Context: an optimization exercise on an open-source flow, tuned for small area and a short achievable clock period. The choices shown serve that exercise and are no tape-out recipe.
At most, simulation tests tie the RTL to the original design; equivalence was not proved.
Power and IR drop assume default switching activity.

Setup of exp/amber:
==> flow/design.v (excerpt) <==
module mult_top(
    input clk,
    input  [15:0] x,
    input  [15:0] y,
    output reg [31:0] p_out
    );
    wire [17:0] h_d;
    wire yneg_d, sn_d;
    wire [4:0] ksum_d;
    wire [5:0] m_d;
    ELM_front front(.x(x), .y(y), .h(h_d), .yneg(yneg_d), .ksum(ksum_d),
                    .m(m_d), .sn(sn_d));
    reg [17:0] h_q;
    reg yneg_q, sn_q;
    reg [4:0] ksum_q;
    reg [5:0] m_q;
    wire [31:0] P_vec;
    ELM_back back(.h(h_q), .yneg(yneg_q), .ksum(ksum_q), .m(m_q),
                  .sn(sn_q), .p(P_vec));
    always @(posedge clk)
    begin
        h_q <= h_d;
        yneg_q <= yneg_d;
        ksum_q <= ksum_d;
        m_q <= m_d;
        sn_q <= sn_d;
        p_out <= P_vec;
    end
endmodule
Size: ~1,100 cells after synthesis, about 63 flip-flops, ~65 I/O pins, about 7400 µm² of cells after synthesis.
clock: 7.0 ns
lec_check: 0
abc_area: 1
cap_margin: 20
core_margin: 2
core_utilization: 40
slew_margin: 20
standard.sh (not shown) runs the stock make flow with config.mk's settings and CLKGATE_MAP_FILE= SYNTH_SCRIPT=/design/flow/synth_recipe.tcl, a recipe that flattens the netlist after the stock synthesis.
==> flow/flow/run.sh <==
#!/bin/bash
# Standard layout, with the port buffers made from the smallest buffer cell.
cp standard.sh standard_copy.sh.txt
export BUFFER_PORTS_ARGS="-buffer_cell sky130_fd_sc_hd__buf_1"
bash standard.sh > standard.log 2>&1
> inputs changed (exp/amber -> exp/zinc)
Settings: SETUP_SLACK_MARGIN newly set to 3.8.
==> flow/flow/run.sh <==
#!/bin/bash
# Standard layout, with two changes passed to the ORFS make run:
#  - no full/half adder cell extraction in synthesis (ABC maps the adders),
#  - port buffers made from the smallest buffer cell.
export ADDER_MAP_FILE=
export BUFFER_PORTS_ARGS="-buffer_cell sky130_fd_sc_hd__buf_1"
bash standard.sh > standard.log 2>&1
Results
exp/zinc vs exp/amber — adder-cell share of the synthesized area dropped 8.7 points. Of exp/zinc and exp/amber, it is exp/zinc that has the higher setup slack. Delta (exp/zinc minus exp/amber): logic gate share of total power moved up, average instance area after synthesis moved down, final-report max-slew violation count level, maximum vdd ir drop moved down. Relative to exp/amber, the final cell area reported for exp/zinc is higher. Net count of the mapped netlist for exp/zinc is higher than for exp/amber.
The following lists how exp/cedar was set up differently from exp/zinc:
Settings: removing SETUP_SLACK_MARGIN (formerly 3.8).
==> flow/run.sh (new file) <==
#!/bin/bash
# synth_recipe.tcl (not shown) runs the flow's synth.tcl, then flattens the netlist and writes it again
# the make line also repeats each setting of config.mk as NAME=value (left out here)
make -C /OpenROAD-flow-scripts/flow DESIGN_CONFIG=/design/flow/config.mk WORK_HOME=/design/flow/orfs CLKGATE_MAP_FILE= SYNTH_SCRIPT=/design/flow/synth_recipe.tcl finish
removed: flow/flow/run.sh
removed: flow/standard.sh
## What came out
Required time reported for the critical path endpoint for exp/cedar: 0.02 ns down relative to exp/zinc
Looking at cell count along the critical path, exp/cedar sits 3 below exp/zinc.
Re count of cells resized by post-cts repair: exp/cedar and exp/zinc aren't equal, and the higher value belongs to exp/zinc.
exp/cedar went all the way through synthesis, placement and routing and the layout is clean on timing, DRC and antenna.
Reported leakage power down 14% in exp/cedar wrt exp/zinc
Sequential cell fraction of total power, exp/cedar and exp/zinc: smaller value in exp/zinc
Compared with exp/zinc, in exp/cedar core region area shows a reduction of 120 µm², combined area of all synthesized cells decreased by 110 µm² relative to the old numbers, total power fell 4.4%.
Compared exp/cedar vs exp/zinc, and finished layout cell area is down in exp/cedar.
exp/zinc ended up with more cell instances than exp/cedar did.

* * *

Setup of lane 1:
The RTL this note starts from:
==> flow/design.v <==
module ELM_log(
    input  [12:0] a,
    output [3:0]  k,
    output [4:0]  f
    );
    wire [12:0] above;    
    wire [12:0] lead;     
    assign above[12] = 1'b0;
    genvar i, j;
    generate
        for (i = 11; i >= 0; i = i - 1) begin : g_above
            assign above[i] = |a[12:i+1];
        end
        for (i = 0; i < 13; i = i + 1) begin : g_lead
            assign lead[i] = a[i] & ~above[i];
        end
    endgenerate
    assign k[0] = lead[1] | lead[3] | lead[5] | lead[7] | lead[9] | lead[11];
    assign k[1] = lead[2] | lead[3] | lead[6] | lead[7] | lead[10] | lead[11];
    assign k[2] = lead[4] | lead[5] | lead[6] | lead[7] | lead[12];
    assign k[3] = lead[8] | lead[9] | lead[10] | lead[11] | lead[12];
    generate
        for (j = 0; j < 5; j = j + 1) begin : g_f
            wire [12:0] t;
            for (i = 0; i < 13; i = i + 1) begin : g_t
                if (i - 1 - j >= 0) begin : g_on
                    assign t[i] = lead[i] & a[i-1-j];
                end else begin : g_off
                    assign t[i] = 1'b0;
                end
            end
            assign f[4-j] = |t;
        end
    endgenerate
endmodule
module ELM_add #(parameter W = 18) (
    input  [W-1:0] a,
    input  [W-1:0] b,
    input          ci,
    output [W-1:0] s
    );
    wire [W-1:0] p0 = a ^ b;
    wire [W-1:0] g0 = a & b;
    wire [W-1:0] g [0:5];
    wire [W-1:0] p [0:5];
    assign g[0] = {g0[W-1:1], g0[0] | (p0[0] & ci)};
    assign p[0] = p0;
    genvar l, i;
    generate
        for (l = 0; l < 5; l = l + 1) begin : g_lvl
            for (i = 0; i < W; i = i + 1) begin : g_bit
                if ((i >> l) & 1) begin : g_op
                    localparam integer J = ((i >> l) << l) - 1;
                    assign g[l+1][i] = g[l][i] | (p[l][i] & g[l][J]);
                    assign p[l+1][i] = p[l][i] & p[l][J];
                end else begin : g_pass
                    assign g[l+1][i] = g[l][i];
                    assign p[l+1][i] = p[l][i];
                end
            end
        end
    endgenerate
    assign s = p0 ^ {g[5][W-2:0], ci};
endmodule
module ELM_front(
    input  [15:0] x,
    input  [15:0] y,
    output [17:0] h,       
    output        yneg,    
    output [4:0]  ksum,    
    output [5:0]  m,       
    output        sn       
    );
    wire xone = x[14] ^ x[13];
    wire xtwo = ~xone & (x[15] ^ x[14]);
    wire xneg = x[15] & (xone | xtwo);
    wire [17:0] ys = {y[15], y[15], y};
    wire [17:0] pp2 = (({18{xone}} & ys) | ({18{xtwo}} & {ys[16:0], 1'b0})) ^ {18{xneg}};
    wire yone = y[14] ^ y[13];
    wire ytwo = ~yone & (y[15] ^ y[14]);
    assign yneg = y[15] & (yone | ytwo);
    wire [17:0] xs = {{4{x[13]}}, x[13:0]};
    wire [17:0] pp1 = (({18{yone}} & xs) | ({18{ytwo}} & {xs[16:0], 1'b0})) ^ {18{yneg}};
    ELM_add #(18) add_h(.a(pp2), .b(pp1), .ci(xneg), .s(h));
    wire [12:0] ax = x[12:0] ^ {13{x[13]}};
    wire [12:0] ay = y[12:0] ^ {13{y[13]}};
    wire [3:0] kx, ky;
    wire [4:0] fx, fy;
    ELM_log log_x(.a(ax), .k(kx), .f(fx));
    ELM_log log_y(.a(ay), .k(ky), .f(fy));
    wire nz = (x[13] | (|x[7:0])) & (y[13] | (|y[7:0]));
    wire [4:0] kk = kx + ky;
    assign ksum = kk | {5{~nz}};
    assign sn = nz & (x[13] ^ y[13]);
    assign m = fx + fy;
endmodule
module ELM_back(
    input  [17:0] h,
    input         yneg,
    input  [4:0]  ksum,
    input  [5:0]  m,
    input         sn,
    output [31:0] p
    );
    wire [6:0] w = m[5] ? {1'b1, m[4:0], 1'b0} : {1'b0, 1'b1, m[4:0]};
    wire [9:0] u = {3'b0, w} << ksum[1:0];
    wire [7:0] oq;
    genvar i, j;
    generate
        for (i = 0; i < 8; i = i + 1) begin : g_oq
            assign oq[i] = (ksum[4:2] == i) && (i < 7);
        end
    endgenerate
    wire [27:0] a;
    generate
        for (j = 0; j < 28; j = j + 1) begin : g_a
            wire [6:0] t;
            for (i = 0; i < 7; i = i + 1) begin : g_t
                if (j + 5 - 4 * i >= 0 && j + 5 - 4 * i <= 9) begin : g_on
                    assign t[i] = u[j+5-4*i] & oq[i];
                end else begin : g_off
                    assign t[i] = 1'b0;
                end
            end
            assign a[j] = |t;
        end
    endgenerate
    wire [27:0] pp0 = a ^ {28{sn}};
    assign p[13:0] = pp0[13:0] - yneg;
    wire c14 = yneg & (|pp0[13:0]);
    ELM_add #(18) add_p(.a(h), .b({{4{sn}}, pp0[27:14]}), .ci(c14), .s(p[31:14]));
endmodule
module ELM_Mitchw6(
    input [15:0] x,
    input [15:0] y,
    output [31:0] p
    );
    wire [17:0] h;
    wire yneg, sn;
    wire [4:0] ksum;
    wire [5:0] m;
    ELM_front front(.x(x), .y(y), .h(h), .yneg(yneg), .ksum(ksum), .m(m), .sn(sn));
    ELM_back back(.h(h), .yneg(yneg), .ksum(ksum), .m(m), .sn(sn), .p(p));
endmodule
module mult_top(
    input clk,
    input  [15:0] x,
    input  [15:0] y,
    output reg [31:0] p_out
    );
    wire [17:0] h_d;
    wire yneg_d, sn_d;
    wire [4:0] ksum_d;
    wire [5:0] m_d;
    ELM_front front(.x(x), .y(y), .h(h_d), .yneg(yneg_d), .ksum(ksum_d),
                    .m(m_d), .sn(sn_d));
    reg [17:0] h_q;
    reg yneg_q, sn_q;
    reg [4:0] ksum_q;
    reg [5:0] m_q;
    wire [31:0] P_vec;
    ELM_back back(.h(h_q), .yneg(yneg_q), .ksum(ksum_q), .m(m_q),
                  .sn(sn_q), .p(P_vec));
    always @(posedge clk)
    begin
        h_q <= h_d;
        yneg_q <= yneg_d;
        ksum_q <= ksum_d;
        m_q <= m_d;
        sn_q <= sn_d;
        p_out <= P_vec;
    end
endmodule
==> flow/config.mk <==
export PLATFORM = sky130hd
export DESIGN_NAME = mult_top
export DESIGN_NICKNAME = mult_top
export VERILOG_FILES = /design/flow/design.v
export SDC_FILE = /design/flow/constraint.sdc
export NUM_CORES = 4
export LEC_CHECK = 0
export ABC_AREA = 1
export CAP_MARGIN = 20
export CORE_MARGIN = 2
export CORE_UTILIZATION = 40
export CTS_BUF_LIST = sky130_fd_sc_hd__clkbuf_4
export SETUP_SLACK_MARGIN = 3.3
export SLEW_MARGIN = 20
==> flow/constraint.sdc <==
create_clock -name core_clock -period 7.0 [get_ports {clk}]
set_input_delay 1.4000 -clock core_clock [delete_from_list [all_inputs] [get_ports {clk}]]
set_output_delay 1.4000 -clock core_clock [all_outputs]
set_load 0.01 [all_outputs]
==> flow/flow/run.sh <==
#!/bin/bash
# Standard layout, with two changes passed to the ORFS make run:
#  - no full/half adder cell extraction in synthesis (ABC maps the adders),
#  - port buffers made from the smallest buffer cell.
export ADDER_MAP_FILE=
export BUFFER_PORTS_ARGS="-buffer_cell sky130_fd_sc_hd__buf_1"
bash standard.sh > standard.log 2>&1
Lane 1 reached the end of the flow, and the finished layout is clean on the timing, design-rule and antenna checks.
The inputs of lane 2 differ from those of lane 1 as listed below.
# lane 1
export LEC_CHECK = 0
export ABC_AREA = 1
export CAP_MARGIN = 20
export CORE_MARGIN = 2
export CORE_UTILIZATION = 40
export CTS_BUF_LIST = sky130_fd_sc_hd__clkbuf_4
export SETUP_SLACK_MARGIN = 3.3
export SLEW_MARGIN = 20
create_clock -name core_clock -period 7.0 [get_ports {clk}]
# lane 2
export LEC_CHECK = 0
export ABC_AREA = 1
export CAP_MARGIN = 20
export CORE_MARGIN = 2
export CORE_UTILIZATION = 40
export CTS_BUF_LIST = sky130_fd_sc_hd__clkbuf_8
export SETUP_SLACK_MARGIN = 3.3
export SLEW_MARGIN = 20
create_clock -name core_clock -period 7.0 [get_ports {clk}]
Notes after the runs:
- Taking lane 1 as the reference, in lane 2 critical path depth held steady, final non-filler cell area up 240 sq um, fraction of the cycle the final worst path needs stayed essentially flat.
- Relative max-transition margin, lane 2 and lane 1: lower on lane 2
- Comparing lane 2 and lane 1, the lower relative contribution of combinational cells to total power is on lane 2.
- Compared lane 2 against lane 1; global routing usage on met1 within noise.
- The half-perimeter wire length of the detailed placement result on lane 1 is in line with that on lane 2.
- Between lane 2 and lane 1, the upper clock frequency limit figures differ only marginally.
- [diff] via count, lane 2 relative to lane 1: regression
- Lane 2 -> lane 1: number of flip-flops and latches in the synthesized netlist delta 0, exact match
- Of lane 2 and lane 1, the run reporting the higher non-clock buffer count was lane 2.
Function was not checked in any run of this note: the RTL went through the layout flow alone.

## what the ideal ports hide
The results above use ideal ports. As a check the final layouts listed here were re-extracted and re-timed, cells and wires unchanged.
Step 1 assumes that a clkbuf_16 drives the clock port and a buf_2 every other input.
Step 2, shift: input delay + t, output delay - t, t = (earliest + latest rising clock arrival at the registers) / 2. This alone moves slack from input paths to output paths.
a / b / c = no drivers / after step 1 / after step 2; a / b = the first two.
run | shift t [ns] | slack for setup (ns) | latest minus earliest clock arrival (ns) | worst slew at a driven data input, ns | cell pins on the clock port's net
exp/amber | 0.374 | 2.434 / 2.434 / 2.382 | 0.006 / 0.005 | 0.04 | 1
exp/zinc | 0.379 | 3.732 / 3.677 / 3.298 | 0.007 / 0.008 | 0.10 | 1
exp/cedar | 0.372 | 2.305 / 2.322 / 1.949 | 0.007 / 0.007 | 0.04 | 1
lane 1 | 0.447 | 3.464 / 3.473 / 3.026 | 0.025 / 0.024 | 0.04 | 1
lane 2 | 0.378 | 3.458 / 3.471 / 3.093 | 0.012 / 0.013 | 0.04 | 1
After both steps every run listed still meets setup and hold. The setup slack of lane 1, which loses most, moves by +0.009 ns with the drivers and by -0.438 ns with both steps.
